What follows belongs to an exercise in optimizing a design on an open flow for small area; a production flow would make more cautious choices. At most, simulation tests tie the RTL to the original design; equivalence was not proved. Only the layout flow was run in runs 1 and 3; the RTL was not checked for function there. Power is estimated from default activity; no workload was simulated.

### flow/flow/run.sh
#!/bin/bash
# Layout flow: the standard flow (standard.sh), with two changes:
#  - synthesis is the standard synthesis script, except that the final ABC
#    mapping uses an area-oriented script (flow/abc_area.script) instead of
#    ORFS's delay-oriented one; timing is then repaired by OpenROAD as usual.
#  - port buffers are sky130_fd_sc_hd__buf_1 instead of the default choice.
# Each tool's output goes to a log file in this folder.
set -euo pipefail
W=$(pwd)
ABC=$W/flow/abc_area.script
# synthesis script: ORFS synth.tcl with the abc script swapped
sed "s#^  log_cmd abc {\*}\$abc_args#  lset abc_args 1 $ABC\n  log_cmd abc {*}\$abc_args#" \
  "$FLOW_HOME/scripts/synth.tcl" > "$W/synth_area.tcl"
grep -q "lset abc_args 1" "$W/synth_area.tcl"
sed "s#^source .*synth.tcl\$#source $W/synth_area.tcl#" "$W/synth_recipe.tcl" > "$W/synth_recipe_area.tcl"
grep -q "synth_area.tcl" "$W/synth_recipe_area.tcl"
bash standard.sh SYNTH_SCRIPT="$W/synth_recipe_area.tcl" \
  BUFFER_PORTS_ARGS="-buffer_cell sky130_fd_sc_hd__buf_1" finish > "$W/standard.log" 2>&1
### flow/flow/abc_area.script
&get -n
&st
&dc2
&dch -f
&nf -R 1000
&put
topo
stime -c
### flow/constraint.sdc
create_clock -name core_clock -period 6.5 [get_ports {clk}]
set_input_delay 1.3000 -clock core_clock [delete_from_list [all_inputs] [get_ports {clk}]]
set_output_delay 1.3000 -clock core_clock [all_outputs]
set_load 0.01 [all_outputs]
### flow/design.v
module alu (
    input wire clk,
    input wire reset,
    input wire [3:0] opcode,
    input wire [15:0] operand_a,
    input wire [15:0] operand_b,
    output reg [15:0] result,
    output wire overflow_flag
);
  wire        sub = ~opcode[1] & (opcode[0] ^ opcode[2]);
  wire [15:0] bx = operand_b ^ {16{sub}};
  wire ap0 = operand_a[0] ^ bx[0];
  wire ag0 = operand_a[0] & bx[0];
  wire ap1 = operand_a[1] ^ bx[1];
  wire ag1 = operand_a[1] & bx[1];
  wire ap2 = operand_a[2] ^ bx[2];
  wire ag2 = operand_a[2] & bx[2];
  wire ap3 = operand_a[3] ^ bx[3];
  wire ag3 = operand_a[3] & bx[3];
  wire ap4 = operand_a[4] ^ bx[4];
  wire ag4 = operand_a[4] & bx[4];
  wire ap5 = operand_a[5] ^ bx[5];
  wire ag5 = operand_a[5] & bx[5];
  wire ap6 = operand_a[6] ^ bx[6];
  wire ag6 = operand_a[6] & bx[6];
  wire ap7 = operand_a[7] ^ bx[7];
  wire ag7 = operand_a[7] & bx[7];
  wire ap8 = operand_a[8] ^ bx[8];
  wire ag8 = operand_a[8] & bx[8];
  wire ap9 = operand_a[9] ^ bx[9];
  wire ag9 = operand_a[9] & bx[9];
  wire ap10 = operand_a[10] ^ bx[10];
  wire ag10 = operand_a[10] & bx[10];
  wire ap11 = operand_a[11] ^ bx[11];
  wire ag11 = operand_a[11] & bx[11];
  wire ap12 = operand_a[12] ^ bx[12];
  wire ag12 = operand_a[12] & bx[12];
  wire ap13 = operand_a[13] ^ bx[13];
  wire ag13 = operand_a[13] & bx[13];
  wire ap14 = operand_a[14] ^ bx[14];
  wire ag14 = operand_a[14] & bx[14];
  wire ap15 = operand_a[15] ^ bx[15];
  wire ag15 = operand_a[15] & bx[15];
  wire agc0 = ag0 | (ap0 & sub);
  wire aG1_1 = ag1 | (ap1 & agc0);
  wire aP1_1 = ap1 & ap0;
  wire aG1_3 = ag3 | (ap3 & ag2);
  wire aP1_3 = ap3 & ap2;
  wire aG1_5 = ag5 | (ap5 & ag4);
  wire aP1_5 = ap5 & ap4;
  wire aG1_7 = ag7 | (ap7 & ag6);
  wire aP1_7 = ap7 & ap6;
  wire aG1_9 = ag9 | (ap9 & ag8);
  wire aP1_9 = ap9 & ap8;
  wire aG1_11 = ag11 | (ap11 & ag10);
  wire aP1_11 = ap11 & ap10;
  wire aG1_13 = ag13 | (ap13 & ag12);
  wire aP1_13 = ap13 & ap12;
  wire aG1_15 = ag15 | (ap15 & ag14);
  wire aP1_15 = ap15 & ap14;
  wire aG2_2 = ag2 | (ap2 & aG1_1);
  wire aP2_2 = ap2 & aP1_1;
  wire aG2_3 = aG1_3 | (aP1_3 & aG1_1);
  wire aP2_3 = aP1_3 & aP1_1;
  wire aG2_6 = ag6 | (ap6 & aG1_5);
  wire aP2_6 = ap6 & aP1_5;
  wire aG2_7 = aG1_7 | (aP1_7 & aG1_5);
  wire aP2_7 = aP1_7 & aP1_5;
  wire aG2_10 = ag10 | (ap10 & aG1_9);
  wire aP2_10 = ap10 & aP1_9;
  wire aG2_11 = aG1_11 | (aP1_11 & aG1_9);
  wire aP2_11 = aP1_11 & aP1_9;
  wire aG2_14 = ag14 | (ap14 & aG1_13);
  wire aP2_14 = ap14 & aP1_13;
  wire aG2_15 = aG1_15 | (aP1_15 & aG1_13);
  wire aP2_15 = aP1_15 & aP1_13;
  wire aG3_4 = ag4 | (ap4 & aG2_3);
  wire aP3_4 = ap4 & aP2_3;
  wire aG3_5 = aG1_5 | (aP1_5 & aG2_3);
  wire aP3_5 = aP1_5 & aP2_3;
  wire aG3_6 = aG2_6 | (aP2_6 & aG2_3);
  wire aP3_6 = aP2_6 & aP2_3;
  wire aG3_7 = aG2_7 | (aP2_7 & aG2_3);
  wire aP3_7 = aP2_7 & aP2_3;
  wire aG3_12 = ag12 | (ap12 & aG2_11);
  wire aP3_12 = ap12 & aP2_11;
  wire aG3_13 = aG1_13 | (aP1_13 & aG2_11);
  wire aP3_13 = aP1_13 & aP2_11;
  wire aG3_14 = aG2_14 | (aP2_14 & aG2_11);
  wire aP3_14 = aP2_14 & aP2_11;
  wire aG3_15 = aG2_15 | (aP2_15 & aG2_11);
  wire aP3_15 = aP2_15 & aP2_11;
  wire aG4_8 = ag8 | (ap8 & aG3_7);
  wire aP4_8 = ap8 & aP3_7;
  wire aG4_9 = aG1_9 | (aP1_9 & aG3_7);
  wire aP4_9 = aP1_9 & aP3_7;
  wire aG4_10 = aG2_10 | (aP2_10 & aG3_7);
  wire aP4_10 = aP2_10 & aP3_7;
  wire aG4_11 = aG2_11 | (aP2_11 & aG3_7);
  wire aP4_11 = aP2_11 & aP3_7;
  wire aG4_12 = aG3_12 | (aP3_12 & aG3_7);
  wire aP4_12 = aP3_12 & aP3_7;
  wire aG4_13 = aG3_13 | (aP3_13 & aG3_7);
  wire aP4_13 = aP3_13 & aP3_7;
  wire aG4_14 = aG3_14 | (aP3_14 & aG3_7);
  wire aP4_14 = aP3_14 & aP3_7;
  wire aG4_15 = aG3_15 | (aP3_15 & aG3_7);
  wire aP4_15 = aP3_15 & aP3_7;
  wire ac0 = sub;
  wire as0 = ap0 ^ sub;
  wire ac1 = agc0;
  wire as1 = ap1 ^ agc0;
  wire ac2 = aG1_1;
  wire as2 = ap2 ^ aG1_1;
  wire ac3 = aG2_2;
  wire as3 = ap3 ^ aG2_2;
  wire ac4 = aG2_3;
  wire as4 = ap4 ^ aG2_3;
  wire ac5 = aG3_4;
  wire as5 = ap5 ^ aG3_4;
  wire ac6 = aG3_5;
  wire as6 = ap6 ^ aG3_5;
  wire ac7 = aG3_6;
  wire as7 = ap7 ^ aG3_6;
  wire ac8 = aG3_7;
  wire as8 = ap8 ^ aG3_7;
  wire ac9 = aG4_8;
  wire as9 = ap9 ^ aG4_8;
  wire ac10 = aG4_9;
  wire as10 = ap10 ^ aG4_9;
  wire ac11 = aG4_10;
  wire as11 = ap11 ^ aG4_10;
  wire ac12 = aG4_11;
  wire as12 = ap12 ^ aG4_11;
  wire ac13 = aG4_12;
  wire as13 = ap13 ^ aG4_12;
  wire ac14 = aG4_13;
  wire as14 = ap14 ^ aG4_13;
  wire ac15 = aG4_14;
  wire as15 = ap15 ^ aG4_14;
  wire [16:0] sum = {aG4_15, as15, as14, as13, as12, as11, as10, as9, as8, as7, as6, as5, as4, as3, as2, as1, as0};
  wire [15:0] ap = {ap15, ap14, ap13, ap12, ap11, ap10, ap9, ap8, ap7, ap6, ap5, ap4, ap3, ap2, ap1, ap0};
  wire [15:0] ag = {ag15, ag14, ag13, ag12, ag11, ag10, ag9, ag8, ag7, ag6, ag5, ag4, ag3, ag2, ag1, ag0};
  wire [15:0] ac = {ac15, ac14, ac13, ac12, ac11, ac10, ac9, ac8, ac7, ac6, ac5, ac4, ac3, ac2, ac1, ac0};
  wire        lt = ~sum[16];
  wire        ovf = (operand_a[15] == bx[15]) & (xs[15] != operand_a[15]);
  assign overflow_flag = (opcode[3:1] == 3'b000) ? ovf :
                         (opcode == 4'b0100) ? lt : 1'b0;
  wire [15:0] mul;
  wire [15:0] onehot = 16'd1 << operand_b[3:0];
  wire [15:0] arev, mrev;
  genvar gi;
  generate for (gi = 0; gi < 16; gi = gi + 1) begin : g_rev
    assign arev[gi] = operand_a[15 - gi];
    assign mrev[gi] = mul[15 - gi];
  end endgenerate
  wire [15:0] ma = opcode[0] ? arev : operand_a;
  wire [15:0] mb = opcode[2] ? onehot : operand_b;
  wire [15:0] man = ~ma;
  wire [15:0] mbn = ~mb;
  wire pp0_0;
  pp_nor upp0_0 (.an(man[0]), .bn(mbn[0]), .y(pp0_0));
  wire pp0_1;
  pp_nor upp0_1 (.an(man[0]), .bn(mbn[1]), .y(pp0_1));
  wire pp0_2;
  pp_nor upp0_2 (.an(man[0]), .bn(mbn[2]), .y(pp0_2));
  wire pp0_3;
  pp_nor upp0_3 (.an(man[0]), .bn(mbn[3]), .y(pp0_3));
  wire pp0_4;
  pp_nor upp0_4 (.an(man[0]), .bn(mbn[4]), .y(pp0_4));
  wire pp0_5;
  pp_nor upp0_5 (.an(man[0]), .bn(mbn[5]), .y(pp0_5));
  wire pp0_6;
  pp_nor upp0_6 (.an(man[0]), .bn(mbn[6]), .y(pp0_6));
  wire pp0_7;
  pp_nor upp0_7 (.an(man[0]), .bn(mbn[7]), .y(pp0_7));
  wire pp0_8;
  pp_nor upp0_8 (.an(man[0]), .bn(mbn[8]), .y(pp0_8));
  wire pp0_9;
  pp_nor upp0_9 (.an(man[0]), .bn(mbn[9]), .y(pp0_9));
  wire pp0_10;
  pp_nor upp0_10 (.an(man[0]), .bn(mbn[10]), .y(pp0_10));
  wire pp0_11;
  pp_nor upp0_11 (.an(man[0]), .bn(mbn[11]), .y(pp0_11));
  wire pp0_12;
  pp_nor upp0_12 (.an(man[0]), .bn(mbn[12]), .y(pp0_12));
  wire pp0_13;
  pp_nor upp0_13 (.an(man[0]), .bn(mbn[13]), .y(pp0_13));
  wire pp0_14;
  pp_nor upp0_14 (.an(man[0]), .bn(mbn[14]), .y(pp0_14));
  wire pp0_15;
  pp_nor upp0_15 (.an(man[0]), .bn(mbn[15]), .y(pp0_15));
  wire pp1_0;
  pp_nor upp1_0 (.an(man[1]), .bn(mbn[0]), .y(pp1_0));
  wire pp1_1;
  pp_nor upp1_1 (.an(man[1]), .bn(mbn[1]), .y(pp1_1));
  wire pp1_2;
  pp_nor upp1_2 (.an(man[1]), .bn(mbn[2]), .y(pp1_2));
  wire pp1_3;
  pp_nor upp1_3 (.an(man[1]), .bn(mbn[3]), .y(pp1_3));
  wire pp1_4;
  pp_nor upp1_4 (.an(man[1]), .bn(mbn[4]), .y(pp1_4));
  wire pp1_5;
  pp_nor upp1_5 (.an(man[1]), .bn(mbn[5]), .y(pp1_5));
  wire pp1_6;
  pp_nor upp1_6 (.an(man[1]), .bn(mbn[6]), .y(pp1_6));
  wire pp1_7;
  pp_nor upp1_7 (.an(man[1]), .bn(mbn[7]), .y(pp1_7));
  wire pp1_8;
  pp_nor upp1_8 (.an(man[1]), .bn(mbn[8]), .y(pp1_8));
  wire pp1_9;
  pp_nor upp1_9 (.an(man[1]), .bn(mbn[9]), .y(pp1_9));
  wire pp1_10;
  pp_nor upp1_10 (.an(man[1]), .bn(mbn[10]), .y(pp1_10));
  wire pp1_11;
  pp_nor upp1_11 (.an(man[1]), .bn(mbn[11]), .y(pp1_11));
  wire pp1_12;
  pp_nor upp1_12 (.an(man[1]), .bn(mbn[12]), .y(pp1_12));
  wire pp1_13;
  pp_nor upp1_13 (.an(man[1]), .bn(mbn[13]), .y(pp1_13));
  wire pp1_14;
  pp_nor upp1_14 (.an(man[1]), .bn(mbn[14]), .y(pp1_14));
  wire pp2_0;
  pp_nor upp2_0 (.an(man[2]), .bn(mbn[0]), .y(pp2_0));
  wire pp2_1;
  pp_nor upp2_1 (.an(man[2]), .bn(mbn[1]), .y(pp2_1));
  wire pp2_2;
  pp_nor upp2_2 (.an(man[2]), .bn(mbn[2]), .y(pp2_2));
  wire pp2_3;
  pp_nor upp2_3 (.an(man[2]), .bn(mbn[3]), .y(pp2_3));
  wire pp2_4;
  pp_nor upp2_4 (.an(man[2]), .bn(mbn[4]), .y(pp2_4));
  wire pp2_5;
  pp_nor upp2_5 (.an(man[2]), .bn(mbn[5]), .y(pp2_5));
  wire pp2_6;
  pp_nor upp2_6 (.an(man[2]), .bn(mbn[6]), .y(pp2_6));
  wire pp2_7;
  pp_nor upp2_7 (.an(man[2]), .bn(mbn[7]), .y(pp2_7));
  wire pp2_8;
  pp_nor upp2_8 (.an(man[2]), .bn(mbn[8]), .y(pp2_8));
  wire pp2_9;
  pp_nor upp2_9 (.an(man[2]), .bn(mbn[9]), .y(pp2_9));
  wire pp2_10;
  pp_nor upp2_10 (.an(man[2]), .bn(mbn[10]), .y(pp2_10));
  wire pp2_11;
  pp_nor upp2_11 (.an(man[2]), .bn(mbn[11]), .y(pp2_11));
  wire pp2_12;
  pp_nor upp2_12 (.an(man[2]), .bn(mbn[12]), .y(pp2_12));
  wire pp2_13;
  pp_nor upp2_13 (.an(man[2]), .bn(mbn[13]), .y(pp2_13));
  wire pp3_0;
  pp_nor upp3_0 (.an(man[3]), .bn(mbn[0]), .y(pp3_0));
  wire pp3_1;
  pp_nor upp3_1 (.an(man[3]), .bn(mbn[1]), .y(pp3_1));
  wire pp3_2;
  pp_nor upp3_2 (.an(man[3]), .bn(mbn[2]), .y(pp3_2));
  wire pp3_3;
  pp_nor upp3_3 (.an(man[3]), .bn(mbn[3]), .y(pp3_3));
  wire pp3_4;
  pp_nor upp3_4 (.an(man[3]), .bn(mbn[4]), .y(pp3_4));
  wire pp3_5;
  pp_nor upp3_5 (.an(man[3]), .bn(mbn[5]), .y(pp3_5));
  wire pp3_6;
  pp_nor upp3_6 (.an(man[3]), .bn(mbn[6]), .y(pp3_6));
  wire pp3_7;
  pp_nor upp3_7 (.an(man[3]), .bn(mbn[7]), .y(pp3_7));
  wire pp3_8;
  pp_nor upp3_8 (.an(man[3]), .bn(mbn[8]), .y(pp3_8));
  wire pp3_9;
  pp_nor upp3_9 (.an(man[3]), .bn(mbn[9]), .y(pp3_9));
  wire pp3_10;
  pp_nor upp3_10 (.an(man[3]), .bn(mbn[10]), .y(pp3_10));
  wire pp3_11;
  pp_nor upp3_11 (.an(man[3]), .bn(mbn[11]), .y(pp3_11));
  wire pp3_12;
  pp_nor upp3_12 (.an(man[3]), .bn(mbn[12]), .y(pp3_12));
  wire pp4_0;
  pp_nor upp4_0 (.an(man[4]), .bn(mbn[0]), .y(pp4_0));
  wire pp4_1;
  pp_nor upp4_1 (.an(man[4]), .bn(mbn[1]), .y(pp4_1));
  wire pp4_2;
  pp_nor upp4_2 (.an(man[4]), .bn(mbn[2]), .y(pp4_2));
  wire pp4_3;
  pp_nor upp4_3 (.an(man[4]), .bn(mbn[3]), .y(pp4_3));
  wire pp4_4;
  pp_nor upp4_4 (.an(man[4]), .bn(mbn[4]), .y(pp4_4));
  wire pp4_5;
  pp_nor upp4_5 (.an(man[4]), .bn(mbn[5]), .y(pp4_5));
  wire pp4_6;
  pp_nor upp4_6 (.an(man[4]), .bn(mbn[6]), .y(pp4_6));
  wire pp4_7;
  pp_nor upp4_7 (.an(man[4]), .bn(mbn[7]), .y(pp4_7));
  wire pp4_8;
  pp_nor upp4_8 (.an(man[4]), .bn(mbn[8]), .y(pp4_8));
  wire pp4_9;
  pp_nor upp4_9 (.an(man[4]), .bn(mbn[9]), .y(pp4_9));
  wire pp4_10;
  pp_nor upp4_10 (.an(man[4]), .bn(mbn[10]), .y(pp4_10));
  wire pp4_11;
  pp_nor upp4_11 (.an(man[4]), .bn(mbn[11]), .y(pp4_11));
  wire pp5_0;
  pp_nor upp5_0 (.an(man[5]), .bn(mbn[0]), .y(pp5_0));
  wire pp5_1;
  pp_nor upp5_1 (.an(man[5]), .bn(mbn[1]), .y(pp5_1));
  wire pp5_2;
  pp_nor upp5_2 (.an(man[5]), .bn(mbn[2]), .y(pp5_2));
  wire pp5_3;
  pp_nor upp5_3 (.an(man[5]), .bn(mbn[3]), .y(pp5_3));
  wire pp5_4;
  pp_nor upp5_4 (.an(man[5]), .bn(mbn[4]), .y(pp5_4));
  wire pp5_5;
  pp_nor upp5_5 (.an(man[5]), .bn(mbn[5]), .y(pp5_5));
  wire pp5_6;
  pp_nor upp5_6 (.an(man[5]), .bn(mbn[6]), .y(pp5_6));
  wire pp5_7;
  pp_nor upp5_7 (.an(man[5]), .bn(mbn[7]), .y(pp5_7));
  wire pp5_8;
  pp_nor upp5_8 (.an(man[5]), .bn(mbn[8]), .y(pp5_8));
  wire pp5_9;
  pp_nor upp5_9 (.an(man[5]), .bn(mbn[9]), .y(pp5_9));
  wire pp5_10;
  pp_nor upp5_10 (.an(man[5]), .bn(mbn[10]), .y(pp5_10));
  wire pp6_0;
  pp_nor upp6_0 (.an(man[6]), .bn(mbn[0]), .y(pp6_0));
  wire pp6_1;
  pp_nor upp6_1 (.an(man[6]), .bn(mbn[1]), .y(pp6_1));
  wire pp6_2;
  pp_nor upp6_2 (.an(man[6]), .bn(mbn[2]), .y(pp6_2));
  wire pp6_3;
  pp_nor upp6_3 (.an(man[6]), .bn(mbn[3]), .y(pp6_3));
  wire pp6_4;
  pp_nor upp6_4 (.an(man[6]), .bn(mbn[4]), .y(pp6_4));
  wire pp6_5;
  pp_nor upp6_5 (.an(man[6]), .bn(mbn[5]), .y(pp6_5));
  wire pp6_6;
  pp_nor upp6_6 (.an(man[6]), .bn(mbn[6]), .y(pp6_6));
  wire pp6_7;
  pp_nor upp6_7 (.an(man[6]), .bn(mbn[7]), .y(pp6_7));
  wire pp6_8;
  pp_nor upp6_8 (.an(man[6]), .bn(mbn[8]), .y(pp6_8));
  wire pp6_9;
  pp_nor upp6_9 (.an(man[6]), .bn(mbn[9]), .y(pp6_9));
  wire pp7_0;
  pp_nor upp7_0 (.an(man[7]), .bn(mbn[0]), .y(pp7_0));
  wire pp7_1;
  pp_nor upp7_1 (.an(man[7]), .bn(mbn[1]), .y(pp7_1));
  wire pp7_2;
  pp_nor upp7_2 (.an(man[7]), .bn(mbn[2]), .y(pp7_2));
  wire pp7_3;
  pp_nor upp7_3 (.an(man[7]), .bn(mbn[3]), .y(pp7_3));
  wire pp7_4;
  pp_nor upp7_4 (.an(man[7]), .bn(mbn[4]), .y(pp7_4));
  wire pp7_5;
  pp_nor upp7_5 (.an(man[7]), .bn(mbn[5]), .y(pp7_5));
  wire pp7_6;
  pp_nor upp7_6 (.an(man[7]), .bn(mbn[6]), .y(pp7_6));
  wire pp7_7;
  pp_nor upp7_7 (.an(man[7]), .bn(mbn[7]), .y(pp7_7));
  wire pp7_8;
  pp_nor upp7_8 (.an(man[7]), .bn(mbn[8]), .y(pp7_8));
  wire pp8_0;
  pp_nor upp8_0 (.an(man[8]), .bn(mbn[0]), .y(pp8_0));
  wire pp8_1;
  pp_nor upp8_1 (.an(man[8]), .bn(mbn[1]), .y(pp8_1));
  wire pp8_2;
  pp_nor upp8_2 (.an(man[8]), .bn(mbn[2]), .y(pp8_2));
  wire pp8_3;
  pp_nor upp8_3 (.an(man[8]), .bn(mbn[3]), .y(pp8_3));
  wire pp8_4;
  pp_nor upp8_4 (.an(man[8]), .bn(mbn[4]), .y(pp8_4));
  wire pp8_5;
  pp_nor upp8_5 (.an(man[8]), .bn(mbn[5]), .y(pp8_5));
  wire pp8_6;
  pp_nor upp8_6 (.an(man[8]), .bn(mbn[6]), .y(pp8_6));
  wire pp8_7;
  pp_nor upp8_7 (.an(man[8]), .bn(mbn[7]), .y(pp8_7));
  wire pp9_0;
  pp_nor upp9_0 (.an(man[9]), .bn(mbn[0]), .y(pp9_0));
  wire pp9_1;
  pp_nor upp9_1 (.an(man[9]), .bn(mbn[1]), .y(pp9_1));
  wire pp9_2;
  pp_nor upp9_2 (.an(man[9]), .bn(mbn[2]), .y(pp9_2));
  wire pp9_3;
  pp_nor upp9_3 (.an(man[9]), .bn(mbn[3]), .y(pp9_3));
  wire pp9_4;
  pp_nor upp9_4 (.an(man[9]), .bn(mbn[4]), .y(pp9_4));
  wire pp9_5;
  pp_nor upp9_5 (.an(man[9]), .bn(mbn[5]), .y(pp9_5));
  wire pp9_6;
  pp_nor upp9_6 (.an(man[9]), .bn(mbn[6]), .y(pp9_6));
  wire pp10_0;
  pp_nor upp10_0 (.an(man[10]), .bn(mbn[0]), .y(pp10_0));
  wire pp10_1;
  pp_nor upp10_1 (.an(man[10]), .bn(mbn[1]), .y(pp10_1));
  wire pp10_2;
  pp_nor upp10_2 (.an(man[10]), .bn(mbn[2]), .y(pp10_2));
  wire pp10_3;
  pp_nor upp10_3 (.an(man[10]), .bn(mbn[3]), .y(pp10_3));
  wire pp10_4;
  pp_nor upp10_4 (.an(man[10]), .bn(mbn[4]), .y(pp10_4));
  wire pp10_5;
  pp_nor upp10_5 (.an(man[10]), .bn(mbn[5]), .y(pp10_5));
  wire pp11_0;
  pp_nor upp11_0 (.an(man[11]), .bn(mbn[0]), .y(pp11_0));
  wire pp11_1;
  pp_nor upp11_1 (.an(man[11]), .bn(mbn[1]), .y(pp11_1));
  wire pp11_2;
  pp_nor upp11_2 (.an(man[11]), .bn(mbn[2]), .y(pp11_2));
  wire pp11_3;
  pp_nor upp11_3 (.an(man[11]), .bn(mbn[3]), .y(pp11_3));
  wire pp11_4;
  pp_nor upp11_4 (.an(man[11]), .bn(mbn[4]), .y(pp11_4));
  wire pp12_0;
  pp_nor upp12_0 (.an(man[12]), .bn(mbn[0]), .y(pp12_0));
  wire pp12_1;
  pp_nor upp12_1 (.an(man[12]), .bn(mbn[1]), .y(pp12_1));
  wire pp12_2;
  pp_nor upp12_2 (.an(man[12]), .bn(mbn[2]), .y(pp12_2));
  wire pp12_3;
  pp_nor upp12_3 (.an(man[12]), .bn(mbn[3]), .y(pp12_3));
  wire pp13_0;
  pp_nor upp13_0 (.an(man[13]), .bn(mbn[0]), .y(pp13_0));
  wire pp13_1;
  pp_nor upp13_1 (.an(man[13]), .bn(mbn[1]), .y(pp13_1));
  wire pp13_2;
  pp_nor upp13_2 (.an(man[13]), .bn(mbn[2]), .y(pp13_2));
  wire pp14_0;
  pp_nor upp14_0 (.an(man[14]), .bn(mbn[0]), .y(pp14_0));
  wire pp14_1;
  pp_nor upp14_1 (.an(man[14]), .bn(mbn[1]), .y(pp14_1));
  wire pp15_0;
  pp_nor upp15_0 (.an(man[15]), .bn(mbn[0]), .y(pp15_0));
  wire s1, c2;
  ha_cell us1 (.a(pp0_13), .b(pp10_3), .s(s1), .co(c2));
  wire s3, c4;
  fa_cell us3 (.a(pp0_14), .b(pp10_4), .c(pp11_3), .s(s3), .co(c4));
  wire s5, c6;
  ha_cell us5 (.a(pp12_2), .b(pp13_1), .s(s5), .co(c6));
  wire s7, c8;
  ha_cell us7 (.a(pp0_9), .b(pp1_8), .s(s7), .co(c8));
  wire s9, c10;
  fa_cell us9 (.a(pp0_10), .b(pp10_0), .c(pp1_9), .s(s9), .co(c10));
  wire s11, c12;
  ha_cell us11 (.a(pp2_8), .b(pp3_7), .s(s11), .co(c12));
  wire s13, c14;
  fa_cell us13 (.a(pp0_11), .b(pp10_1), .c(pp11_0), .s(s13), .co(c14));
  wire s15, c16;
  fa_cell us15 (.a(pp1_10), .b(pp2_9), .c(pp3_8), .s(s15), .co(c16));
  wire s17, c18;
  ha_cell us17 (.a(pp4_7), .b(pp5_6), .s(s17), .co(c18));
  wire s19, c20;
  fa_cell us19 (.a(pp0_12), .b(pp10_2), .c(pp11_1), .s(s19), .co(c20));
  wire s21, c22;
  fa_cell us21 (.a(pp12_0), .b(pp1_11), .c(pp2_10), .s(s21), .co(c22));
  wire s23, c24;
  fa_cell us23 (.a(pp3_9), .b(pp4_8), .c(pp5_7), .s(s23), .co(c24));
  wire s25, c26;
  ha_cell us25 (.a(pp6_6), .b(pp7_5), .s(s25), .co(c26));
  wire s27, c28;
  fa_cell us27 (.a(pp11_2), .b(pp12_1), .c(pp13_0), .s(s27), .co(c28));
  wire s29, c30;
  fa_cell us29 (.a(pp1_12), .b(pp2_11), .c(pp3_10), .s(s29), .co(c30));
  wire s31, c32;
  fa_cell us31 (.a(pp4_9), .b(pp5_8), .c(pp6_7), .s(s31), .co(c32));
  wire s33, c34;
  fa_cell us33 (.a(pp7_6), .b(pp8_5), .c(pp9_4), .s(s33), .co(c34));
  wire s35, c36;
  fa_cell us35 (.a(pp14_0), .b(pp1_13), .c(pp2_12), .s(s35), .co(c36));
  wire s37, c38;
  fa_cell us37 (.a(pp3_11), .b(pp4_10), .c(pp5_9), .s(s37), .co(c38));
  wire s39, c40;
  fa_cell us39 (.a(pp6_8), .b(pp7_7), .c(pp8_6), .s(s39), .co(c40));
  wire s41, c42;
  fa_cell us41 (.a(pp9_5), .b(c2), .c(s5), .s(s41), .co(c42));
  wire s43, c44;
  ha_cell us43 (.a(pp0_6), .b(pp1_5), .s(s43), .co(c44));
  wire s45, c46;
  fa_cell us45 (.a(pp0_7), .b(pp1_6), .c(pp2_5), .s(s45), .co(c46));
  wire s47, c48;
  ha_cell us47 (.a(pp3_4), .b(pp4_3), .s(s47), .co(c48));
  wire s49, c50;
  fa_cell us49 (.a(pp0_8), .b(pp1_7), .c(pp2_6), .s(s49), .co(c50));
  wire s51, c52;
  fa_cell us51 (.a(pp3_5), .b(pp4_4), .c(pp5_3), .s(s51), .co(c52));
  wire s53, c54;
  ha_cell us53 (.a(pp6_2), .b(pp7_1), .s(s53), .co(c54));
  wire s55, c56;
  fa_cell us55 (.a(pp2_7), .b(pp3_6), .c(pp4_5), .s(s55), .co(c56));
  wire s57, c58;
  fa_cell us57 (.a(pp5_4), .b(pp6_3), .c(pp7_2), .s(s57), .co(c58));
  wire s59, c60;
  fa_cell us59 (.a(pp8_1), .b(pp9_0), .c(s7), .s(s59), .co(c60));
  wire s61, c62;
  fa_cell us61 (.a(pp4_6), .b(pp5_5), .c(pp6_4), .s(s61), .co(c62));
  wire s63, c64;
  fa_cell us63 (.a(pp7_3), .b(pp8_2), .c(pp9_1), .s(s63), .co(c64));
  wire s65, c66;
  fa_cell us65 (.a(c8), .b(s11), .c(s9), .s(s65), .co(c66));
  wire s67, c68;
  fa_cell us67 (.a(pp6_5), .b(pp7_4), .c(pp8_3), .s(s67), .co(c68));
  wire s69, c70;
  fa_cell us69 (.a(pp9_2), .b(c12), .c(s17), .s(s69), .co(c70));
  wire s71, c72;
  fa_cell us71 (.a(c10), .b(s13), .c(s15), .s(s71), .co(c72));
  wire s73, c74;
  fa_cell us73 (.a(pp8_4), .b(pp9_3), .c(c18), .s(s73), .co(c74));
  wire s75, c76;
  fa_cell us75 (.a(s25), .b(c14), .c(c16), .s(s75), .co(c76));
  wire s77, c78;
  fa_cell us77 (.a(s19), .b(s21), .c(s23), .s(s77), .co(c78));
  wire s79, c80;
  fa_cell us79 (.a(c26), .b(s1), .c(c20), .s(s79), .co(c80));
  wire s81, c82;
  fa_cell us81 (.a(c22), .b(c24), .c(s27), .s(s81), .co(c82));
  wire s83, c84;
  fa_cell us83 (.a(s29), .b(s31), .c(s33), .s(s83), .co(c84));
  wire s85, c86;
  fa_cell us85 (.a(c28), .b(c30), .c(c32), .s(s85), .co(c86));
  wire s87, c88;
  fa_cell us87 (.a(c34), .b(s3), .c(s35), .s(s87), .co(c88));
  wire s89, c90;
  fa_cell us89 (.a(s37), .b(s39), .c(s41), .s(s89), .co(c90));
  wire s91, c92;
  ha_cell us91 (.a(pp0_4), .b(pp1_3), .s(s91), .co(c92));
  wire s93, c94;
  fa_cell us93 (.a(pp0_5), .b(pp1_4), .c(pp2_3), .s(s93), .co(c94));
  wire s95, c96;
  ha_cell us95 (.a(pp3_2), .b(pp4_1), .s(s95), .co(c96));
  wire s97, c98;
  fa_cell us97 (.a(pp2_4), .b(pp3_3), .c(pp4_2), .s(s97), .co(c98));
  wire s99, c100;
  fa_cell us99 (.a(pp5_1), .b(pp6_0), .c(s43), .s(s99), .co(c100));
  wire s101, c102;
  fa_cell us101 (.a(pp5_2), .b(pp6_1), .c(pp7_0), .s(s101), .co(c102));
  wire s103, c104;
  fa_cell us103 (.a(c44), .b(s47), .c(s45), .s(s103), .co(c104));
  wire s105, c106;
  fa_cell us105 (.a(pp8_0), .b(c48), .c(s53), .s(s105), .co(c106));
  wire s107, c108;
  fa_cell us107 (.a(c46), .b(s49), .c(s51), .s(s107), .co(c108));
  wire s109, c110;
  fa_cell us109 (.a(c54), .b(c50), .c(c52), .s(s109), .co(c110));
  wire s111, c112;
  fa_cell us111 (.a(s55), .b(s57), .c(s59), .s(s111), .co(c112));
  wire s113, c114;
  fa_cell us113 (.a(c56), .b(c58), .c(s61), .s(s113), .co(c114));
  wire s115, c116;
  fa_cell us115 (.a(s63), .b(c60), .c(s65), .s(s115), .co(c116));
  wire s117, c118;
  fa_cell us117 (.a(c62), .b(c64), .c(s67), .s(s117), .co(c118));
  wire s119, c120;
  fa_cell us119 (.a(s69), .b(c66), .c(s71), .s(s119), .co(c120));
  wire s121, c122;
  fa_cell us121 (.a(c68), .b(c70), .c(s73), .s(s121), .co(c122));
  wire s123, c124;
  fa_cell us123 (.a(c72), .b(s75), .c(s77), .s(s123), .co(c124));
  wire s125, c126;
  fa_cell us125 (.a(c74), .b(c76), .c(c78), .s(s125), .co(c126));
  wire s127, c128;
  fa_cell us127 (.a(s79), .b(s81), .c(s83), .s(s127), .co(c128));
  wire s129, c130;
  fa_cell us129 (.a(c80), .b(c82), .c(c84), .s(s129), .co(c130));
  wire s131, c132;
  fa_cell us131 (.a(s85), .b(s87), .c(s89), .s(s131), .co(c132));
  wire s133, c134;
  ha_cell us133 (.a(pp0_3), .b(pp1_2), .s(s133), .co(c134));
  wire s135, c136;
  fa_cell us135 (.a(pp2_2), .b(pp3_1), .c(pp4_0), .s(s135), .co(c136));
  wire s137, c138;
  fa_cell us137 (.a(pp5_0), .b(c92), .c(s95), .s(s137), .co(c138));
  wire s139, c140;
  fa_cell us139 (.a(c96), .b(c94), .c(s97), .s(s139), .co(c140));
  wire s141, c142;
  fa_cell us141 (.a(c98), .b(s101), .c(c100), .s(s141), .co(c142));
  wire s143, c144;
  fa_cell us143 (.a(c102), .b(s105), .c(c104), .s(s143), .co(c144));
  wire s145, c146;
  fa_cell us145 (.a(c106), .b(c108), .c(s109), .s(s145), .co(c146));
  wire s147, c148;
  fa_cell us147 (.a(c110), .b(s113), .c(c112), .s(s147), .co(c148));
  wire s149, c150;
  fa_cell us149 (.a(c114), .b(s117), .c(c116), .s(s149), .co(c150));
  wire s151, c152;
  fa_cell us151 (.a(c118), .b(s121), .c(c120), .s(s151), .co(c152));
  wire s153, c154;
  fa_cell us153 (.a(c122), .b(c124), .c(s125), .s(s153), .co(c154));
  wire s155, c156;
  fa_cell us155 (.a(c126), .b(c128), .c(s129), .s(s155), .co(c156));
  wire s157, c158;
  ha_cell us157 (.a(pp0_2), .b(pp1_1), .s(s157), .co(c158));
  wire s159, c160;
  fa_cell us159 (.a(pp2_1), .b(pp3_0), .c(s133), .s(s159), .co(c160));
  wire s161, c162;
  fa_cell us161 (.a(c134), .b(s91), .c(s135), .s(s161), .co(c162));
  wire s163, c164;
  fa_cell us163 (.a(c136), .b(s93), .c(s137), .s(s163), .co(c164));
  wire s165, c166;
  fa_cell us165 (.a(c138), .b(s99), .c(s139), .s(s165), .co(c166));
  wire s167, c168;
  fa_cell us167 (.a(c140), .b(s103), .c(s141), .s(s167), .co(c168));
  wire s169, c170;
  fa_cell us169 (.a(s107), .b(c142), .c(s143), .s(s169), .co(c170));
  wire s171, c172;
  fa_cell us171 (.a(s111), .b(c144), .c(s145), .s(s171), .co(c172));
  wire s173, c174;
  fa_cell us173 (.a(c146), .b(s115), .c(s147), .s(s173), .co(c174));
  wire s175, c176;
  fa_cell us175 (.a(s119), .b(c148), .c(s149), .s(s175), .co(c176));
  wire s177, c178;
  fa_cell us177 (.a(s123), .b(c150), .c(s151), .s(s177), .co(c178));
  wire s179, c180;
  fa_cell us179 (.a(s127), .b(c152), .c(s153), .s(s179), .co(c180));
  wire s181, c182;
  fa_cell us181 (.a(s131), .b(c154), .c(s155), .s(s181), .co(c182));
  wire x183 = pp0_15 ^ pp10_5;
  wire x184 = pp11_4 ^ pp12_3;
  wire x185 = pp13_2 ^ pp14_1;
  wire x186 = pp15_0 ^ pp1_14;
  wire x187 = pp2_13 ^ pp3_12;
  wire x188 = pp4_11 ^ pp5_10;
  wire x189 = pp6_9 ^ pp7_8;
  wire x190 = pp8_7 ^ pp9_6;
  wire x191 = x183 ^ x184;
  wire x192 = x185 ^ x186;
  wire x193 = x187 ^ x188;
  wire x194 = x189 ^ x190;
  wire x195 = c6 ^ x191;
  wire x196 = x192 ^ x193;
  wire x197 = x194 ^ c36;
  wire x198 = c38 ^ c4;
  wire x199 = c40 ^ x195;
  wire x200 = x196 ^ x197;
  wire x201 = x198 ^ c42;
  wire x202 = x199 ^ x200;
  wire x203 = c86 ^ x201;
  wire x204 = c88 ^ x202;
  wire x205 = x203 ^ x204;
  wire x206 = c90 ^ x205;
  wire x207 = c130 ^ x206;
  wire x208 = x207 ^ c132;
  wire x209 = c156 ^ x208;
  wire [14:0] fsum = {c182, c180, c178, c176, c174, c172, c170, c168, c166, c164, c162, c160, c158, pp2_0, pp0_1} + {x209, s181, s179, s177, s175, s173, s171, s169, s167, s165, s163, s161, s159, s157, pp1_0};
  assign mul = {fsum[14], fsum[13], fsum[12], fsum[11], fsum[10], fsum[9], fsum[8], fsum[7], fsum[6], fsum[5], fsum[4], fsum[3], fsum[2], fsum[1], fsum[0], pp0_0};
  wire        op_arith = ~opcode[3] & ~opcode[2] & ~opcode[1];
  wire        sel_x = op_arith | (opcode == 4'b0101);
  wire        sel_mul = ~opcode[3] & opcode[1] & ~opcode[0];
  wire        sel_rev = (opcode == 4'b0111);
  wire        sel_ag = (opcode == 4'b0011) | (opcode == 4'b0100);
  wire        sel_or = (opcode == 4'b0100);
  wire [15:0] xs = ap ^ (ac & {16{op_arith}});
  wire [15:0] next = ({16{sel_x}} & xs) | ({16{sel_mul}} & mul) | ({16{sel_rev}} & mrev) |
                     ({16{sel_ag}} & ag) | ({16{sel_or}} & operand_b);
  always @(posedge clk or posedge reset) begin
    if (reset) begin
      result <= 16'h0000;
    end else begin
      result <= next;
    end
  end
endmodule
module fa_cell (input wire a, input wire b, input wire c, output wire s, output wire co);
  assign s = a ^ b ^ c;
  assign co = (a & b) | (a & c) | (b & c);
endmodule
module ha_cell (input wire a, input wire b, output wire s, output wire co);
  assign s = a ^ b;
  assign co = a & b;
endmodule
module carry_p (input wire x, input wire y, input wire p, input wire ci, output wire con);
  assign con = ~((x & y) | (p & ci));
endmodule
module carry_n (input wire x, input wire y, input wire cin, output wire co);
  assign co = ~(~(x & y) & (~(x | y) | cin));
endmodule
module pp_nor (input wire an, input wire bn, output wire y);
  assign y = ~(an | bn);
endmodule
### flow/standard.sh
#!/bin/bash
# synth_recipe.tcl (not shown) runs the flow's synth.tcl, then flattens the netlist and writes it again
# the make line also repeats each setting of config.mk as NAME=value (left out here)
make -C /OpenROAD-flow-scripts/flow DESIGN_CONFIG=/design/flow/config.mk WORK_HOME=/design/flow/orfs CLKGATE_MAP_FILE= SYNTH_SCRIPT=/design/flow/synth_recipe.tcl "${@:-finish}"
### flow/config.mk
export PLATFORM = sky130hd
export DESIGN_NAME = alu
export DESIGN_NICKNAME = alu
export VERILOG_FILES = /design/flow/design.v
export SDC_FILE = /design/flow/constraint.sdc
export NUM_CORES = 4
export LEC_CHECK = 0
export CAP_MARGIN = 10
export CORE_MARGIN = 2
export CORE_UTILIZATION = 72
export CTS_BUF_LIST = sky130_fd_sc_hd__clkbuf_4
export GPL_TIMING_DRIVEN = 0
export SLEW_MARGIN = 10
export SYNTH_HIERARCHICAL = 1
export SYNTH_MINIMUM_KEEP_SIZE = 0
==> results of run 1 <==
-- per-module statistics from Yosys (local to each module, per instance) --
module	copies in the design	cell area (sq um)	cells	flops+latches
pp_nor	136	3.754	1	0
alu	1	2666	331	16
ha_cell	13	12.51	1	0
fa_cell	78	20.02	1	0
-- worst paths after layout --
check                              start         end  slack, ns  cells after the start
worst max-delay path        operand_b[3]   result[2]       0.11                     18
worst min-delay path               reset  result[14]       0.95                      2
max in group asynchronous          reset   result[8]       5.29                      2
min in group core_clock    operand_b[15]  result[15]       1.47                      3
-- kinds of logic after synthesis --
group                      Yosys count  share of synthesized area, %
AOI/OAI and AO/OA                  114                         15.19
xor gates and xnor gates            64                         11.44
adders and majority gates          122                         43.25
buffers and inverters               11                        0.8425
DFF                                 16                         8.169
muxes                               17                         3.497
and+or+nand+nor                    214                         17.62
-- cells in the mapped netlist, drive strengths merged (6+ instances only) --
cell	number	area (sq um)
o21bai	8	60.06
o22ai	9	56.30
nor2b	6	37.54
nor2	159	596.8
dfrtp	16	400.4
fa	79	1582
o21ai	15	75.07
xor2	27	236.5
clkinv	11	41.29
a22oi	11	82.58
xnor2	37	324.1
nand3	10	50.05
a32oi	6	52.55
ha	43	538.0
nand2	24	90.09
a21oi	34	170.2
a21o	10	75.07
mux2i	16	160.2
-- metrics by stage --
stage               total power, mW  worst slack [ns]  area (sq um)  cells
finish                        1.391            0.1090          5502    706
global route                  1.482          -0.06768          5502    706
CTS                           1.350          0.002788          5435    705
detailed placement            1.289           -0.9410          5335    701
global placement              1.219            -1.400          5204    692
floorplan                    0.9512            0.3748          4901    558
-- critical path: cells and delay by family --
family	cells	cell delay [ns]
buffers and inverters	1	0.35
adder cells (fa/ha/maj)	5	2.17
XOR/XNOR	1	0.36
AO/OA/AOI/OAI	5	0.86
AND/OR/NAND/NOR	6	1.49
-- repair_timing --
action / CTS / global route
setup endpoints to repair: 12 / 7
setup buffers: 0 / 1
resized for setup: 15 / 13
endpoints found under the hold margin: 0 / 0
pin swaps: 0 / 1
-- report_power, final --
part | total (mW) | switching [mW] | internal, mW | leakage [nW]
sequential | 0.139 | 0.00771 | 0.132 | 0.209
clock | 0.0504 | 0.0281 | 0.0223 | 0.0154
combinational | 1.20 | 0.732 | 0.470 | 2.32
-- per-layer routing --
layer  global-route usage, %  vias to the layer above  part of all wire [%]
met5                       0                        -                     0
met4                   23.44                        0                   5.4
met3                   6.000                       84                    10
met2                   69.44                      358                    48
met1                   53.45                     2313                    36
li1                        -                     2070                     -
-- area by class of cell --
| class | count | area [sq um] |
|---|---|---|
| Sequential cell | 16 | 400.4 |
| Tap cell | 80 | 100.1 |
| Timing Repair Buffer | 64 | 310.3 |
| Clock buffer | 3 | 22.52 |
| Fill cell | 430 | 1180 |
| Inverter | 11 | 46.29 |
| Multi-Input combinational cell | 531 | 4618 |
| Clock inverter | 1 | 3.754 |
==> results_dict.tcl, run 1 <==
set metrics [dict create \
    cap_violations 0 \
    ctsHoldBuffers 0 \
    grt_pass1_wl_mm 24.28 \
    mostFrequentLayoutCells "157 x nor2_1, 79 x fa_1, 49 x buf_1, 43 x ha_1, 37 x xnor2_1" \
    hold_violations 0 \
    die_area_sq_um 7483 \
    slowest_delay_ns 0.51 \
    avgViaCountPerCell 6.834 \
    synth.cell_area_sq_um 4901 \
    ys_types 37 \
    holdCritPathClass "input port to async pin" \
    layout_commonest_cell "nor2_1" \
    postRouteWirelength_mm 15.31 \
    core_sq_um 6681 \
    synth_async_sr_flop_share_pct 100.0 \
    nNetsFinal 787 \
    num_rows 30 \
    cts-htree-levels 1 \
    yosys_warnings 7 \
    vdd_ir_drop_max_mv 0.2121 \
    yosysSeqAreaShare_pct 8.170 \
    grtUsageTotal_pct 42.12 \
    post-route-min-period_ns 6.391 \
    vias 4825 \
    setup_viol 0 \
    max_flop_register "result" \
    pin_count 55 \
    status "timing/DRC/antenna clean" \
    leakage_nw 2.540 \
    cts.sinks 16 \
    synth-main-ff-cell "dfrtp_1" \
    crit_chain "buf_1 -> and2_1 -> nor2_1 -> nand2_1 -> nor2_1 -> fa_1 -> fa_1 -> fa_1 -> fa_1 -> ha_1 -> a21oi_1 -> o21bai_1 -> a21oi_1 -> o21bai_1 -> a21oi_1 -> xor2_1 -> nor2_1 -> or3_1" \
    start_kind "input port" \
    ys_ff_latch 16 \
    grt_setup_unrepaired "yes" \
    clk_path_buf_depth 2 \
    drc 0 \
    worstMarginPinSlew_ns 1.064 \
    reg_top3 "result (16)" \
    grt_max_degree 26 \
    cp_common_cell "fa_1" \
    worst_hold_slack_ns 0.9488 \
    required_ns 6.66 \
    antenna_left 0 \
    syn_area_per_cell_sq_um 8.783 \
    dp_hpwl_mm 12.11 \
    area.growth.synth_to_final_pct 12.25 \
    tns_ns 0 \
    slew_headroom_pct 27.06 \
    finalCritPeriodShare_pct 98.32 \
    antenna_found_initial 0 \
    worst-path-max-fanout 9 \
    die_h_um 86.51 \
    portBuffers 54 \
    critPathKind "input port to flip-flop" \
    path_clk_slew_ns 0.08 \
    finish.utilization_pct 82.34 \
    diodes 0 \
    fp.dieW_um 86.51 \
    synth_edf_count 0 \
    overflow 0 \
    worstPathArrival_ns 6.55 \
    drive_gt1_share_pct 6.550 \
    cts_tree "done" \
    critPathSlowestCell "fa_1" \
    drt_first_pass_iters 5 \
    drtIter0Drc 510 \
    cts_buffers 3 \
    root_buffer "clkbuf_4" \
    floorplan.initialDensity_pct 73.35 \
    fmax_mhz 156.5 \
    syn_inst 558 \
    gp_congestion 0.9765 \
    syn-num-nets 718 \
    grt_pass1_vias 5076 \
    cp-end-kind "flip-flop" \
    largest_reg_flops 16 \
    p_per_area_nw_per_um2 252.9 \
    wire_per_inst_um 21.68 \
    maxSlewViolCount 0 \
]
==> run 2, diff against run 1 <==
--- a/flow/design.v
+++ b/flow/design.v
@@ -144,4 +144,4 @@
   wire [15:0] ac = {ac15, ac14, ac13, ac12, ac11, ac10, ac9, ac8, ac7, ac6, ac5, ac4, ac3, ac2, ac1, ac0};
+  wire        ovf = (operand_a[15] == bx[15]) & (sum[15] != operand_a[15]);
   wire        lt = ~sum[16];
-  wire        ovf = (operand_a[15] == bx[15]) & (xs[15] != operand_a[15]);
   assign overflow_flag = (opcode[3:1] == 3'b000) ? ovf :
--- a/flow/config.mk
+++ b/flow/config.mk
@@ -7,3 +7,3 @@
 export LEC_CHECK = 0
-export CAP_MARGIN = 10
+export CAP_MARGIN = 20
 export CORE_MARGIN = 2
@@ -12,3 +12,3 @@
 export GPL_TIMING_DRIVEN = 0
-export SLEW_MARGIN = 10
+export SLEW_MARGIN = 20
 export SYNTH_HIERARCHICAL = 1
==> run 2 against run 1 <==
Compared with the run above: area after synthesis is 0.31% higher; critical endpoint is now result[1]; hold slack improved by 0.0061 ns; sequential power hardly changed; sequential share of layout area is essentially flat; clock power fell by 4.2%; via count increased by 0.56%; core utilization decreased by 0.39 points; first-iteration DRC count is 24% higher; combinational power about the same; largest power group unchanged.
==> results_dict.tcl, run 2 <==
set metrics [dict create \
    yosysMostFrequentCell "nor2_1" \
    max_flop_register "result" \
    fmax_mhz 157.3 \
    syn_area_per_cell_sq_um 8.826 \
    portBuffers 54 \
    antenna_found_initial 0 \
    die_h_um 86.63 \
    grtUsageTotal_pct 40.06 \
    startpoint "operand_b[3]" \
    gp_congestion 0.9883 \
    cts.sinks 16 \
    synth_top_area_share_pct 32.17 \
    p_per_area_nw_per_um2 252.1 \
    hold_violations 0 \
    cts_buffers 3 \
    worstSetupEndpoint "result[1]" \
    leakage_nw 2.504 \
    synth-compound-area-share_pct 16.03 \
    avgViaCountPerCell 6.853 \
    power_mw 1.380 \
    postRouteWirelength_mm 14.66 \
    diodes 0 \
    nFillCells 444 \
    cts_tree "done" \
    die_area_sq_um 7505 \
    synth_edf_count 0 \
    swShare_pct 53.81 \
    synth_async_sr_flop_share_pct 100.0 \
    grt_pass1_wl_mm 23.18 \
    yosysSeqAreaShare_pct 8.145 \
    wire_per_inst_um 20.71 \
    required_ns 6.65 \
    slew_headroom_pct 26.74 \
    nNetsFinal 790 \
    largest_reg_flops 16 \
    synth-main-ff-cell "dfrtp_1" \
    synthTopCellsByArea "fa_1 32%, nor2_1 12%, ha_1 11%" \
    vias 4852 \
    critPathKind "input port to flip-flop" \
    pwr-share-comb_pct 86.4 \
    cp-end-kind "flip-flop" \
    worstPathArrival_ns 6.51 \
    synthAdderAreaFrac_pct 43.12 \
    synth-simple-area-share_pct 17.21 \
    setup_viol 0 \
    root_buffer "clkbuf_4" \
    post-route-min-period_ns 6.356 \
    switchingPower_uw 742.7 \
    grt_pass1_vias 4663 \
    reg_top3 "result (16)" \
    cts-htree-levels 1 \
    drc 0 \
    synthMuxAreaShare_pct 3.461 \
    vdd_ir_drop_max_mv 0.2008 \
    maxSlewViolCount 0 \
    syn-num-nets 717 \
    worstMarginPinSlew_ns 1.078 \
    synth_xor_area_share_pct 11.05 \
    p_int_uw 637.5 \
    ys_ff_latch 16 \
    synth_top_family_by_area "adder cells" \
    finalCritPeriodShare_pct 97.79 \
    finish.utilization_pct 81.95 \
    floorplan.initialDensity_pct 73.58 \
    clkPwrFrac_pct 3.5 \
    grt_max_degree 23 \
    worst-path-max-fanout 9 \
    num_rows 30 \
    area.growth.synth_to_final_pct 11.38 \
    fp.dieW_um 86.63 \
    status "timing/DRC/antenna clean" \
    path_clk_slew_ns 0.08 \
    cap_violations 0 \
    ys_types 37 \
    core_sq_um 6681 \
    syn_inst 557 \
    mostFrequentLayoutCells "156 x nor2_1, 79 x fa_1, 50 x xnor2_1, 48 x buf_1, 43 x ha_1" \
    drtIter0Drc 634 \
    netlist_top_cells_count "158 x nor2_1, 79 x fa_1, 51 x xnor2_1, 43 x ha_1, 33 x a21oi_1" \
    overflow 0 \
    clk_path_buf_depth 2 \
    yosysTopAreaCell "fa_1" \
    layout_commonest_cell "nor2_1" \
    drt_first_pass_iters 5 \
    antenna_left 0 \
    dp_hpwl_mm 11.31 \
    pin_count 55 \
    power_frac_seq_pct 10.1 \
    drive_gt1_share_pct 7.166 \
    holdCritPathClass "input port to async pin" \
    start_kind "input port" \
    yosys_warnings 7 \
    synth.cell_area_sq_um 4916 \
]
## run 2: critical path: stages
cell and delay, ns:
buf_1 0.17, and2_0 0.37, a22oi_1 0.79, nor2_1 0.13, ha_1 0.36, fa_1 0.50
fa_1 0.40, fa_1 0.52, fa_1 0.42, ha_1 0.33, o21ai_0 0.36, o21bai_1 0.14
a21oi_1 0.19, xnor2_1 0.16, a221o_1 0.38
## run 2: cells by family (layout without fill, tap and decap cells)
| kind of cell | after synthesis | in the layout |
|---|---|---|
| XOR/XNOR | 62 | 62 |
| AND/OR/NAND/NOR | 209 | 209 |
| multiplexers | 17 | 17 |
| adder cells (fa/ha/maj) | 122 | 122 |
| buffers and inverters | 13 | 84 |
| flip-flops | 16 | 16 |
| AO/OA/AOI/OAI | 118 | 118 |
## run 2: routing by layer
metal  track usage, %  up-vias  share of wire, %
met4            17.05        0               4.9
met2            63.64      380                45
li1                 -     2091                 -
met3            6.571       77                13
met1            54.69     2304                37
met5                0        -                 0
## run 2: what timing repair did
| action | in CTS | in global routing |
|---|---|---|
| resized for setup | 12 | 12 |
| hold buffers | 0 | 0 |
| endpoints found under the setup margin | 10 | 9 |
| setup buffers | 3 | 3 |
| pin swaps | 0 | 3 |
## run 2: worst min path at each step
stage,startpoint,endpoint,depth (start not counted)
2_1_floorplan,reset,result[0],1
3_3_place_gp,reset,result[13],2
3_5_place_dp,reset,result[2],2
4_1_cts,reset,result[8],2
5_1_grt,reset,result[8],2
6_report,reset,result[8],2
## run 2: per-stage QoR
step / instance area, sq um / hold slack, ns / setup slack (ns) / cells / TNS [ns]
after floorplan: 4916 / 1.146 / 0.08893 / 557 / 0
after global placement: 5219 / 1.259 / -1.261 / 691 / -14.10
after detailed placement: 5311 / 1.270 / -1.399 / 698 / -7.964
after CTS: 5398 / 0.9659 / 0.003143 / 704 / 0
after global routing: 5475 / 0.9937 / -0.007179 / 708 / -0.007179
final: 5475 / 0.9549 / 0.1435 / 708 / 0
## run 2: cell type report
type | count | area [sq um] | share of cell area, %
Tap cell | 80 | 100.1 | 1.828
Sequential cell | 16 | 400.4 | 7.313
Timing Repair Buffer | 68 | 331.6 | 6.056
Clock buffer | 3 | 22.52 | 0.4113
Inverter | 13 | 56.30 | 1.028
Multi-Input combinational cell | 528 | 4564 | 83.36
## run 2: modules after synthesis (local to each module, per instance)
module | flops+latches | area (sq um) | cells
alu | 16 | 2681 | 330
fa_cell | 0 | 20.02 | 1
ha_cell | 0 | 12.51 | 1
pp_nor | 0 | 3.754 | 1
## run 2: power groups by stage
stage | registers (mW) | logic [mW] | clock network (mW)
floorplan | 0.161 | 0.812 | 0
global placement | 0.142 | 1.09 | 0
detailed placement | 0.142 | 1.13 | 0
CTS | 0.140 | 1.15 | 0.0492
global route | 0.143 | 1.29 | 0.0513
finish | 0.140 | 1.19 | 0.0483
==> run 3, diff against run 2 <==
--- a/flow/design.v
+++ b/flow/design.v
@@ -144,4 +144,4 @@
   wire [15:0] ac = {ac15, ac14, ac13, ac12, ac11, ac10, ac9, ac8, ac7, ac6, ac5, ac4, ac3, ac2, ac1, ac0};
-  wire        ovf = (operand_a[15] == bx[15]) & (sum[15] != operand_a[15]);
   wire        lt = ~sum[16];
+  wire        ovf = (operand_a[15] == bx[15]) & (xs[15] != operand_a[15]);
   assign overflow_flag = (opcode[3:1] == 3'b000) ? ovf :
--- a/flow/flow/run.sh
+++ b/flow/flow/run.sh
@@ -6,2 +6,4 @@
 #  - port buffers are sky130_fd_sc_hd__buf_1 instead of the default choice.
+#  - after timing repair at global route, non-critical cells are downsized
+#    again (ORFS's RECOVER_POWER step), which keeps setup slack.
 # Each tool's output goes to a log file in this folder.
@@ -17,2 +19,2 @@
 bash standard.sh SYNTH_SCRIPT="$W/synth_recipe_area.tcl" \
-  BUFFER_PORTS_ARGS="-buffer_cell sky130_fd_sc_hd__buf_1" finish > "$W/standard.log" 2>&1
+  BUFFER_PORTS_ARGS="-buffer_cell sky130_fd_sc_hd__buf_1" RECOVER_POWER=100 finish > "$W/standard.log" 2>&1
--- a/flow/config.mk
+++ b/flow/config.mk
@@ -12,2 +12,3 @@
 export GPL_TIMING_DRIVEN = 0
+export SETUP_SLACK_MARGIN = 0.1
 export SLEW_MARGIN = 20
==> run 3 against run 2 <==
Compared with the run above: sequential cell count did not move; design area rose by 1.5%; maximum frequency fell by 0.13%; power rose by 0.42%; still clean on timing, DRC and antenna; via count rose by 1.7%; largest power group unchanged; critical endpoint is now result[2]; combinational power barely moved; critical path depth rose by 4; sequential share of layout area fell by 0.11 points; non-clock buffer count rose by 7; setup slack got worse by 0.0085 ns; critical path type unchanged; core utilization rose by 1.2 points.
==> results_dict.tcl, run 3 <==
set metrics [dict create \
    status "timing/DRC/antenna clean" \
    yosys_warnings 7 \
    floorplan.initialDensity_pct 73.35 \
    synth_top_family_by_area "adder cells" \
    vdd_ir_drop_max_mv 0.1923 \
    grtUsageTotal_pct 41.88 \
    synthAdderAreaFrac_pct 43.25 \
    fmax_mhz 157.1 \
    die_h_um 86.51 \
    drtIter0Drc 552 \
    grt_max_degree 26 \
    yosysSeqAreaShare_pct 8.170 \
    cts_buffers 3 \
    synthTopCellsByArea "fa_1 32%, nor2_1 12%, ha_1 11%" \
    synth_async_sr_flop_share_pct 100.0 \
    finalCritPeriodShare_pct 97.92 \
    power_frac_seq_pct 10.1 \
    pwr-share-comb_pct 86.6 \
    synth_edf_count 0 \
    p_per_area_nw_per_um2 249.4 \
    worst_hold_slack_ns 0.9672 \
    synth.cell_area_sq_um 4901 \
    gp_congestion 0.9765 \
    diodes 0 \
    hold_violations 0 \
    cp-end-kind "flip-flop" \
    post-route-min-period_ns 6.365 \
    tns_ns 0 \
    core_sq_um 6681 \
    ctsHoldBuffers 0 \
    setup_viol 0 \
    syn_inst 558 \
    drc 0 \
    syn_area_per_cell_sq_um 8.783 \
    start_kind "input port" \
    synth-compound-area-share_pct 15.19 \
    postRouteWirelength_mm 15.26 \
    worstPathArrival_ns 6.51 \
    cap_violations 0 \
    required_ns 6.64 \
    critPathSlowestCell "fa_1" \
    synth-simple-area-share_pct 17.62 \
    fp.dieW_um 86.51 \
    worstMarginPinSlew_ns 1.045 \
    cts.sinks 16 \
    holdCritPathClass "input port to async pin" \
    p_int_uw 624.8 \
    syn-num-nets 718 \
    portBuffers 54 \
    area.growth.synth_to_final_pct 13.40 \
    worst-path-max-fanout 10 \
    die_area_sq_um 7483 \
    slew_headroom_pct 28.93 \
    avgViaCountPerCell 6.894 \
    reg_top3 "result (16)" \
    leakage_nw 2.586 \
    yosysTopAreaCell "fa_1" \
    max_flop_register "result" \
    drt_first_pass_iters 8 \
    critPathKind "input port to flip-flop" \
    grt_pass1_wl_mm 24.39 \
    slowest_delay_ns 0.54 \
    overflow 0 \
    critPathTopFamily "adder cells" \
    antenna_left 0 \
    cts-htree-levels 1 \
    ys_types 37 \
    clk_path_buf_depth 2 \
    root_buffer "clkbuf_4" \
    swShare_pct 54.92 \
    synth-main-ff-cell "dfrtp_1" \
    crit_chain "clkbuf_2 -> nor2b_2 -> nor2b_1 -> a22oi_2 -> buf_2 -> nor2_1 -> ha_1 -> fa_1 -> fa_1 -> fa_1 -> ha_1 -> a21oi_1 -> o21bai_1 -> a21oi_1 -> o21bai_1 -> a21oi_1 -> xor2_1 -> nor2_1 -> or3_1" \
    ys_ff_latch 16 \
    worst-path-stages 19 \
    netlist_top_cells_count "159 x nor2_1, 79 x fa_1, 43 x ha_1, 37 x xnor2_1, 34 x a21oi_1" \
    largest_reg_flops 16 \
    dp_hpwl_mm 11.78 \
    grt_setup_unrepaired "no" \
    switchingPower_uw 761.2 \
    pin_count 55 \
    yosysMostFrequentCell "nor2_1" \
    grt_pass1_vias 5054 \
    synth_top_area_share_pct 32.27 \
    cts_tree "done" \
    num_rows 30 \
    path_clk_slew_ns 0.08 \
    nNetsFinal 798 \
    wire_per_inst_um 21.31 \
    crit_buf_inv 2 \
    drive_gt1_share_pct 8.491 \
    clkPwrFrac_pct 3.3 \
    layout_commonest_cell "nor2_1" \
    power_mw 1.386 \
    dp.cells 703 \
    synthMuxAreaShare_pct 3.498 \
    stdcell_count 716 \
    vias 4936 \
    antenna_found_initial 0 \
    synth_xor_area_share_pct 11.44 \
    maxSlewViolCount 0 \
    mostFrequentLayoutCells "157 x nor2_1, 79 x fa_1, 48 x buf_1, 43 x ha_1, 37 x xnor2_1" \
]
## run 3: final cells by class
cell class	count	area [sq um]
fillers	408	1124
clock buffers	3	22.52
flip-flops and latches	16	400.4
multi-input cells	531	4606
well taps	80	100.1
repair buffers	75	380.4
inverters	11	48.80
## run 3: metrics by stage
step	setup WS [ns]	cell area [sq um]	util, %
6_report	0.1351	5558	83.18
5_1_grt	0.05819	5558	83.18
4_1_cts	0.1237	5435	81.35
3_5_place_dp	-0.9516	5346	80.02
3_3_place_gp	-1.400	5204	77.88
2_1_floorplan	0.3748	4901	-
## run 3: modules after synthesis (local to each module, per instance)
module | flip-flops and latches | cells inside | cell area, sq um
fa_cell | 0 | 1 | 20.02
alu | 16 | 331 | 2666
pp_nor | 0 | 1 | 3.754
ha_cell | 0 | 1 | 12.51
## run 3: worst max path at each step
stage / from / to / slack, ns
after floorplan: opcode[0] / overflow_flag / 0.37
after global placement: opcode[0] / overflow_flag / -1.40
after detailed placement: opcode[2] / result[2] / -0.95
after CTS: operand_b[1] / result[2] / 0.12
after global routing: operand_b[0] / result[2] / 0.06
final: operand_b[0] / result[2] / 0.14
## run 3: metal layers
layer | global-route usage [%] | vias to the layer above | share of wire, %
met3 | 7.619 | 105 | 11
li1 | - | 2100 | -
met1 | 53.65 | 2315 | 36
met2 | 67.69 | 416 | 47
met4 | 22.44 | 0 | 6.0
met5 | 0 | - | 0
## run 3: what timing repair did
action,CTS,global route
endpoints found under the setup margin,13,7
pin swaps,1,3
endpoints found under the hold margin,0,0
resized for setup,9,19
setup buffers,4,6
## run 3: power groups by stage
stage / sequential (mW) / clock (mW) / combinational, mW
floorplan: 0.161 / 0 / 0.791
global placement: 0.141 / 0 / 1.08
detailed placement: 0.142 / 0 / 1.14
CTS: 0.140 / 0.0463 / 1.15
global route: 0.144 / 0.0499 / 1.30
finish: 0.140 / 0.0461 / 1.20
## run 3: kinds of logic after synthesis
| group | Yosys count |
|---|---|
| AND/OR/NAND/NOR | 214 |
| adder cells (fa/ha/maj) | 122 |
| AO/OA/AOI/OAI | 114 |
| XOR/XNOR | 64 |
| multiplexers | 17 |
| flip-flops | 16 |
| buffers and inverters | 11 |

-- afterwards: timing with drivers on the ports --
The flow's constraints put no driver on any port. The routed layouts listed below were extracted and timed again, unchanged, in two steps. Step 1, drivers: a clkbuf_16 drives clk and a buf_2 each remaining input, both assumed. Step 2 also shifts input and output timing later by t, the mid clock arrival at the registers, as if the neighbouring blocks saw the same clock. Three values: no drivers, after step 1, after step 2; two values: the first two.
run	t (ns)	setup slack, ns	latest minus earliest clock arrival (ns)	cell pins on the clock port's net
run 1	0.295	0.109 / 0.090 / -0.206	0.001 / 0.001	1
run 2	0.302	0.144 / 0.105 / -0.160	0.008 / 0.008	1
run 3	0.285	0.135 / 0.125 / -0.161	0.002 / 0.001	1
Met with ideal ports but missed after step 2: setup timing in every run listed. The setup slack of run 1, which loses most, moves by -0.019 ns with the drivers and by -0.315 ns with both steps.
